This design comes from an exercise in tuning for small area on the open sky130 flow, not from production work.
Function was checked by simulation only, so behaviour that the tests miss may differ from the original.

juniper:
==> flow/design.v <==
module error_correction # (
    parameter puf_sig_length     = 256,
    parameter ipid_N             = 16
)
(
    input                                clk,
    input                                rst_n,
    input        [1:0]                   pcm_instruction,
    input        [puf_sig_length-1:0]    pcm_puf_in,
    input                                pcm_puf_in_valid,
    input        [$clog2(ipid_N)-1:0]    pcm_ipid_number,
    output logic [puf_sig_length-1:0]    pcm_puf_out,
    output logic                         pcm_puf_out_valid,
    output logic                         pcm_S_c  
);
localparam NW = puf_sig_length/16;
localparam NB = 6*NW;
localparam [1:0] IDLE = 2'd0, PROVISION_ID = 2'd1, CORRECT_SIG = 2'd2;
logic [1:0] state_r;
wire correcting = (state_r == CORRECT_SIG);
wire ncorrecting = ~(state_r == CORRECT_SIG);
wire wen = (state_r == PROVISION_ID) && pcm_puf_in_valid;
wire [ipid_N-1:0] rsel, we, nwe;
genvar k, j;
generate
    for (k = 0; k < ipid_N; k++) begin : sel
        assign rsel[k] = (pcm_ipid_number == k);
        assign we[k]   = wen & rsel[k];
        assign nwe[k]  = ~(wen & rsel[k]);
    end
endgenerate
wire [NB-1:0] wchk;
logic [NB-1:0] parity_bits [0:ipid_N-1];
wire  [NB-1:0] parity_next [0:ipid_N-1];
generate
    for (k = 0; k < ipid_N; k++) begin : st
        ec_hold #(.W(NB)) u_hold (.q(parity_bits[k]), .w(wchk), .we(we[k]), .nwe(nwe[k]), .d(parity_next[k]));
        always @(posedge clk) parity_bits[k] <= parity_next[k];
    end
endgenerate
wire [NB-1:0] rd_n;
ec_read #(.W(NB)) u_read (
    .v0(parity_bits[0]), .v1(parity_bits[1]), .v2(parity_bits[2]), .v3(parity_bits[3]),
    .v4(parity_bits[4]), .v5(parity_bits[5]), .v6(parity_bits[6]), .v7(parity_bits[7]),
    .v8(parity_bits[8]), .v9(parity_bits[9]), .v10(parity_bits[10]), .v11(parity_bits[11]),
    .v12(parity_bits[12]), .v13(parity_bits[13]), .v14(parity_bits[14]), .v15(parity_bits[15]),
    .sel(pcm_ipid_number), .y_n(rd_n));
wire [puf_sig_length-1:0] out_next;
generate
    for (j = 0; j < NW; j++) begin : w
        ec_word u_word (.s(pcm_puf_in[16*j +: 16]), .rd_n(rd_n[6*j +: 6]), .en(correcting), .nen(ncorrecting),
                        .q(pcm_puf_out[16*j +: 16]), .wchk(wchk[6*j +: 6]), .q_next(out_next[16*j +: 16]));
    end
endgenerate
always @(posedge clk, negedge rst_n) begin
    if (~rst_n) begin
        state_r <= IDLE;
        pcm_puf_out_valid <= 0;
        pcm_puf_out <= 0;
        pcm_S_c <= 0;
    end
    else begin
        pcm_puf_out <= out_next;
        case (state_r)
            IDLE : begin
                pcm_S_c <= 0;
                pcm_puf_out_valid <= 0;
                if (pcm_instruction == 2'd1) state_r <= PROVISION_ID;
                else if (pcm_instruction == 2'd2) state_r <= CORRECT_SIG;
            end
            PROVISION_ID : begin
                if (pcm_puf_in_valid) begin
                    pcm_S_c <= 1;
                    if (pcm_instruction == 2'd0) begin
                        state_r <= IDLE;
                        pcm_S_c <= 0;
                    end
                end
            end
            CORRECT_SIG : begin
                pcm_puf_out_valid <= 1;
                if (pcm_instruction == 2'd0) state_r <= IDLE;
            end
            default : ;
        endcase
    end
end
endmodule
module ec_hold #(parameter W = 96) (
    input  [W-1:0] q,
    input  [W-1:0] w,
    input          we,
    input          nwe,
    output [W-1:0] d
);
assign d = (q & {W{nwe}}) | (w & {W{we}});
endmodule
module ec_read #(parameter W = 96) (
    input  [W-1:0] v0, v1, v2, v3, v4, v5, v6, v7, v8, v9, v10, v11, v12, v13, v14, v15,
    input  [3:0]   sel,
    output [W-1:0] y_n
);
wire [15:0] dec;
genvar k;
generate
    for (k = 0; k < 16; k++) begin : d
        assign dec[k] = (sel == k);
    end
endgenerate
assign y_n = ~((v0 & {W{dec[0]}}) | (v1 & {W{dec[1]}}) | (v2 & {W{dec[2]}}) | (v3 & {W{dec[3]}}) |
               (v4 & {W{dec[4]}}) | (v5 & {W{dec[5]}}) | (v6 & {W{dec[6]}}) | (v7 & {W{dec[7]}}) |
               (v8 & {W{dec[8]}}) | (v9 & {W{dec[9]}}) | (v10 & {W{dec[10]}}) | (v11 & {W{dec[11]}}) |
               (v12 & {W{dec[12]}}) | (v13 & {W{dec[13]}}) | (v14 & {W{dec[14]}}) | (v15 & {W{dec[15]}}));
endmodule
module ec_word (
    input  [15:0] s,
    input  [5:0]  rd_n,
    input         en,
    input         nen,    
    input  [15:0] q,
    output [5:0]  wchk,
    output [15:0] q_next
);
wire t3 = s[0]^s[1]^s[2]^s[3]^s[9]^s[10]^s[11]^s[12]^s[13]^s[14]^s[15];
wire [5:0] par = {
    s[0]^s[1]^s[2]^s[3]^s[4]^s[5]^s[6]^s[7]^s[8]^s[9]^s[14]^s[15],
    s[3]^s[6]^s[8]^s[9]^s[12]^s[13]^s[15],
    t3,
    s[0]^s[4]^s[5]^s[6]^s[9]^s[10]^s[11]^s[12]^s[14]^s[15],
    s[1]^s[4]^s[7]^s[8]^s[10]^s[13]^s[14]^s[15],
    s[2]^s[5]^s[7]^s[9]^s[11]^s[14]};
assign wchk = par ^ {2'b00, s[4], 3'b000};
localparam [6*16-1:0] COL = {
    6'b111110, 6'b101111, 6'b011010, 6'b011100, 6'b001101, 6'b001110, 6'b111101, 6'b110010,
    6'b100011, 6'b110100, 6'b100101, 6'b100110, 6'b111000, 6'b101001, 6'b101010, 6'b101100};
wire [5:0] syn = ~(par ^ rd_n);
wire [3:0] pa_n, pb_n, pc_n;
genvar i;
generate
    for (i = 0; i < 4; i++) begin : p
        assign pa_n[i] = ~(syn[1:0] == i);
        assign pb_n[i] = ~(syn[3:2] == i);
        assign pc_n[i] = ~(syn[5:4] == i);
    end
    for (i = 0; i < 16; i++) begin : b
        ec_obit u_bit (.s(s[i]), .a_n(pa_n[COL[6*i +: 2]]), .b_n(pb_n[COL[6*i+2 +: 2]]), .c_n(pc_n[COL[6*i+4 +: 2]]),
                       .q(q[i]), .en(en), .nen(nen), .q_next(q_next[i]));
    end
endgenerate
endmodule
module ec_obit (
    input  s,
    input  a_n,
    input  b_n,
    input  c_n,
    input  q,
    input  en,
    input  nen,    
    output q_next
);
wire x = s ^ ~(a_n | b_n | c_n);
assign q_next = (q & nen) | (x & en);
endmodule
Settings: LEC_CHECK=0, CAP_MARGIN=5, CORE_MARGIN=2, CORE_UTILIZATION=55, GPL_TIMING_DRIVEN=0, PLACE_DENSITY=0.65, SLEW_MARGIN=5, SYNTH_HIERARCHICAL=1, SYNTH_MINIMUM_KEEP_SIZE=0; clock period 5.0 ns.
standard.sh (not shown) runs the stock make flow with config.mk's settings and CLKGATE_MAP_FILE= SYNTH_SCRIPT=/design/flow/synth_recipe.tcl, a recipe that flattens the netlist after the stock synthesis.
==> flow/flow/run.sh <==
#!/bin/bash
# The standard layout (standard.sh), with three changes:
#  - synthesis maps the logic with an area-oriented ABC script (flow/area.abc);
#    everything else in synthesis, and so every register, is as in synth_recipe.tcl
#  - the port buffers use the smallest buffer cell
#  - CTS uses small clock buffers and no dummy loads
# Each tool's output is in flow_make.log here and in orfs/logs/.
set -euo pipefail
here=$(pwd)
{
  echo '# synth_recipe.tcl with the ABC script replaced'
  echo 'proc abc {args} {'
  echo '  set i [lsearch -exact $args -script]'
  echo "  if { \$i >= 0 } { set args [lreplace \$args [expr {\$i + 1}] [expr {\$i + 1}] $here/flow/area.abc] }"
  echo '  yosys abc {*}$args'
  echo '}'
  cat synth_recipe.tcl
} > my_synth.tcl
sed -e "s#SYNTH_SCRIPT=[^ ]*#SYNTH_SCRIPT=$here/my_synth.tcl#" standard.sh > my_standard.sh
grep -q "SYNTH_SCRIPT=$here/my_synth.tcl" my_standard.sh
export BUFFER_PORTS_ARGS="-buffer_cell sky130_fd_sc_hd__buf_1"
export CTS_ARGS="-sink_clustering_enable -repair_clock_nets -buf_list sky130_fd_sc_hd__clkbuf_4 -sink_clustering_size 10 -sink_clustering_max_diameter 40 -dont_use_dummy_load"
bash my_standard.sh > flow_make.log 2>&1
==> flow/flow/area.abc <==
strash
&get -n
&fraig -x
&put
dc2
strash
&get -n
&dch -f
&nf -R 1000 -p
&put
Here is what was changed in the inputs of tundra compared with juniper.
diff --git a/flow/flow/run.sh b/flow/flow/run.sh
--- a/flow/flow/run.sh
+++ b/flow/flow/run.sh
@@ -21,3 +21,3 @@
 export BUFFER_PORTS_ARGS="-buffer_cell sky130_fd_sc_hd__buf_1"
-export CTS_ARGS="-sink_clustering_enable -repair_clock_nets -buf_list sky130_fd_sc_hd__clkbuf_4 -sink_clustering_size 10 -sink_clustering_max_diameter 40 -dont_use_dummy_load"
+export CTS_ARGS="-sink_clustering_enable -repair_clock_nets -buf_list sky130_fd_sc_hd__clkbuf_4 -sink_clustering_size 9 -sink_clustering_max_diameter 40 -dont_use_dummy_load"
 bash my_standard.sh > flow_make.log 2>&1
diff --git a/flow/config.mk b/flow/config.mk
--- a/flow/config.mk
+++ b/flow/config.mk
@@ -7,8 +7,7 @@
 export LEC_CHECK = 0
-export CAP_MARGIN = 5
+export CAP_MARGIN = 20
 export CORE_MARGIN = 2
 export CORE_UTILIZATION = 55
-export GPL_TIMING_DRIVEN = 0
 export PLACE_DENSITY = 0.65
-export SLEW_MARGIN = 5
+export SLEW_MARGIN = 20
 export SYNTH_HIERARCHICAL = 1
Findings:
Violation count after the first detailed-route iteration: juniper and tundra compared, lower one is tundra
Total DRC errors in the routed layout came out exactly the same in juniper and tundra.
juniper → tundra: transition time at the pin with the least slew margin saw a decrease, sequential share of layout area climbed 0.73 points.
The following lists how raven was set up differently from tundra:
diff --git a/flow/flow/run.sh b/flow/flow/run.sh
--- a/flow/flow/run.sh
+++ b/flow/flow/run.sh
@@ -21,3 +21,3 @@
 export BUFFER_PORTS_ARGS="-buffer_cell sky130_fd_sc_hd__buf_1"
-export CTS_ARGS="-sink_clustering_enable -repair_clock_nets -buf_list sky130_fd_sc_hd__clkbuf_4 -sink_clustering_size 9 -sink_clustering_max_diameter 40 -dont_use_dummy_load"
+export CTS_ARGS="-sink_clustering_enable -repair_clock_nets -buf_list sky130_fd_sc_hd__clkbuf_4 -sink_clustering_size 10 -sink_clustering_max_diameter 40 -dont_use_dummy_load"
 bash my_standard.sh > flow_make.log 2>&1
==> comparison <==
Compared with tundra, raven is more frugal on power.
Diff tundra..raven | number of buffer and inverter instances along the worst setup path | unchanged
Row layout overhead on the synthesized area: raven lower / tundra higher
Comparing tundra against raven, there is no change at all in routability congestion estimate.
Diff tundra -> raven | final design instance area without fill | down slightly
On detailed-route wire length, tundra and raven are neck and neck.
[inputs] quartz vs raven
diff --git a/flow/flow/run.sh b/flow/flow/run.sh
--- a/flow/flow/run.sh
+++ b/flow/flow/run.sh
@@ -21,3 +21,3 @@
 export BUFFER_PORTS_ARGS="-buffer_cell sky130_fd_sc_hd__buf_1"
-export CTS_ARGS="-sink_clustering_enable -repair_clock_nets -buf_list sky130_fd_sc_hd__clkbuf_4 -sink_clustering_size 10 -sink_clustering_max_diameter 40 -dont_use_dummy_load"
+export CTS_ARGS="-sink_clustering_enable -repair_clock_nets -buf_list sky130_fd_sc_hd__clkbuf_4 -sink_clustering_size 9 -sink_clustering_max_diameter 40 -dont_use_dummy_load"
 bash my_standard.sh > flow_make.log 2>&1
diff --git a/flow/config.mk b/flow/config.mk
--- a/flow/config.mk
+++ b/flow/config.mk
@@ -9,4 +9,4 @@
 export CORE_MARGIN = 2
-export CORE_UTILIZATION = 55
-export PLACE_DENSITY = 0.65
+export CORE_UTILIZATION = 65
+export PLACE_DENSITY = 0.75
 export SLEW_MARGIN = 20
### Flow results
Higher total CTS buffers among quartz and raven: quartz. Post-route clock period utilization came out lower on quartz than on raven. Compared with raven, quartz shows a lower post-layout minimum cycle time. Diff raven -> quartz | number of DRC markers after the initial detailed-route iteration | increase of about 14%.

==> afterwards: timing with drivers on the ports <==
How much do the figures lean on ideal ports? The routed layouts below were timed once more, with nothing changed but the port constraints.
Step 1 sets driving cells, clkbuf_16 on the clock port and buf_2 on the other inputs (assumed; they add their load-dependent delay and slew).
Step 2, shift: input delay + t, output delay - t, t = (earliest + latest rising clock arrival at the registers) / 2. This alone moves slack from input paths to output paths.
a / b / c = ideal ports / drivers / drivers and shift; a / b = the first two.
| run | t (ns) | slack for setup (ns) | hold slack, ns | worst setup path at the end | slew at the worst register clock pin (ns) |
|---|---|---|---|---|---|
| juniper | 1.372 | 0.348 / 0.378 / -0.994 | 0.083 / 0.026 / 0.473 | input to register | 0.12 / 0.12 |
| tundra | 1.339 | 0.904 / 0.904 / 0.157 | 0.112 / 0.051 / 0.475 | input to register | 0.11 / 0.11 |
| raven | 1.365 | 0.985 / 0.985 / 0.126 | 0.076 / 0.020 / 0.476 | input to register | 0.12 / 0.12 |
| quartz | 1.261 | 1.211 / 1.234 / -0.027 | 0.136 / 0.082 / 0.476 | input to register | 0.11 / 0.11 |
With both steps, setup timing fails in juniper and quartz, where it was met with ideal ports. For juniper, which loses most, drivers alone change the setup slack by +0.030 ns; drivers and shift together by -1.342 ns.
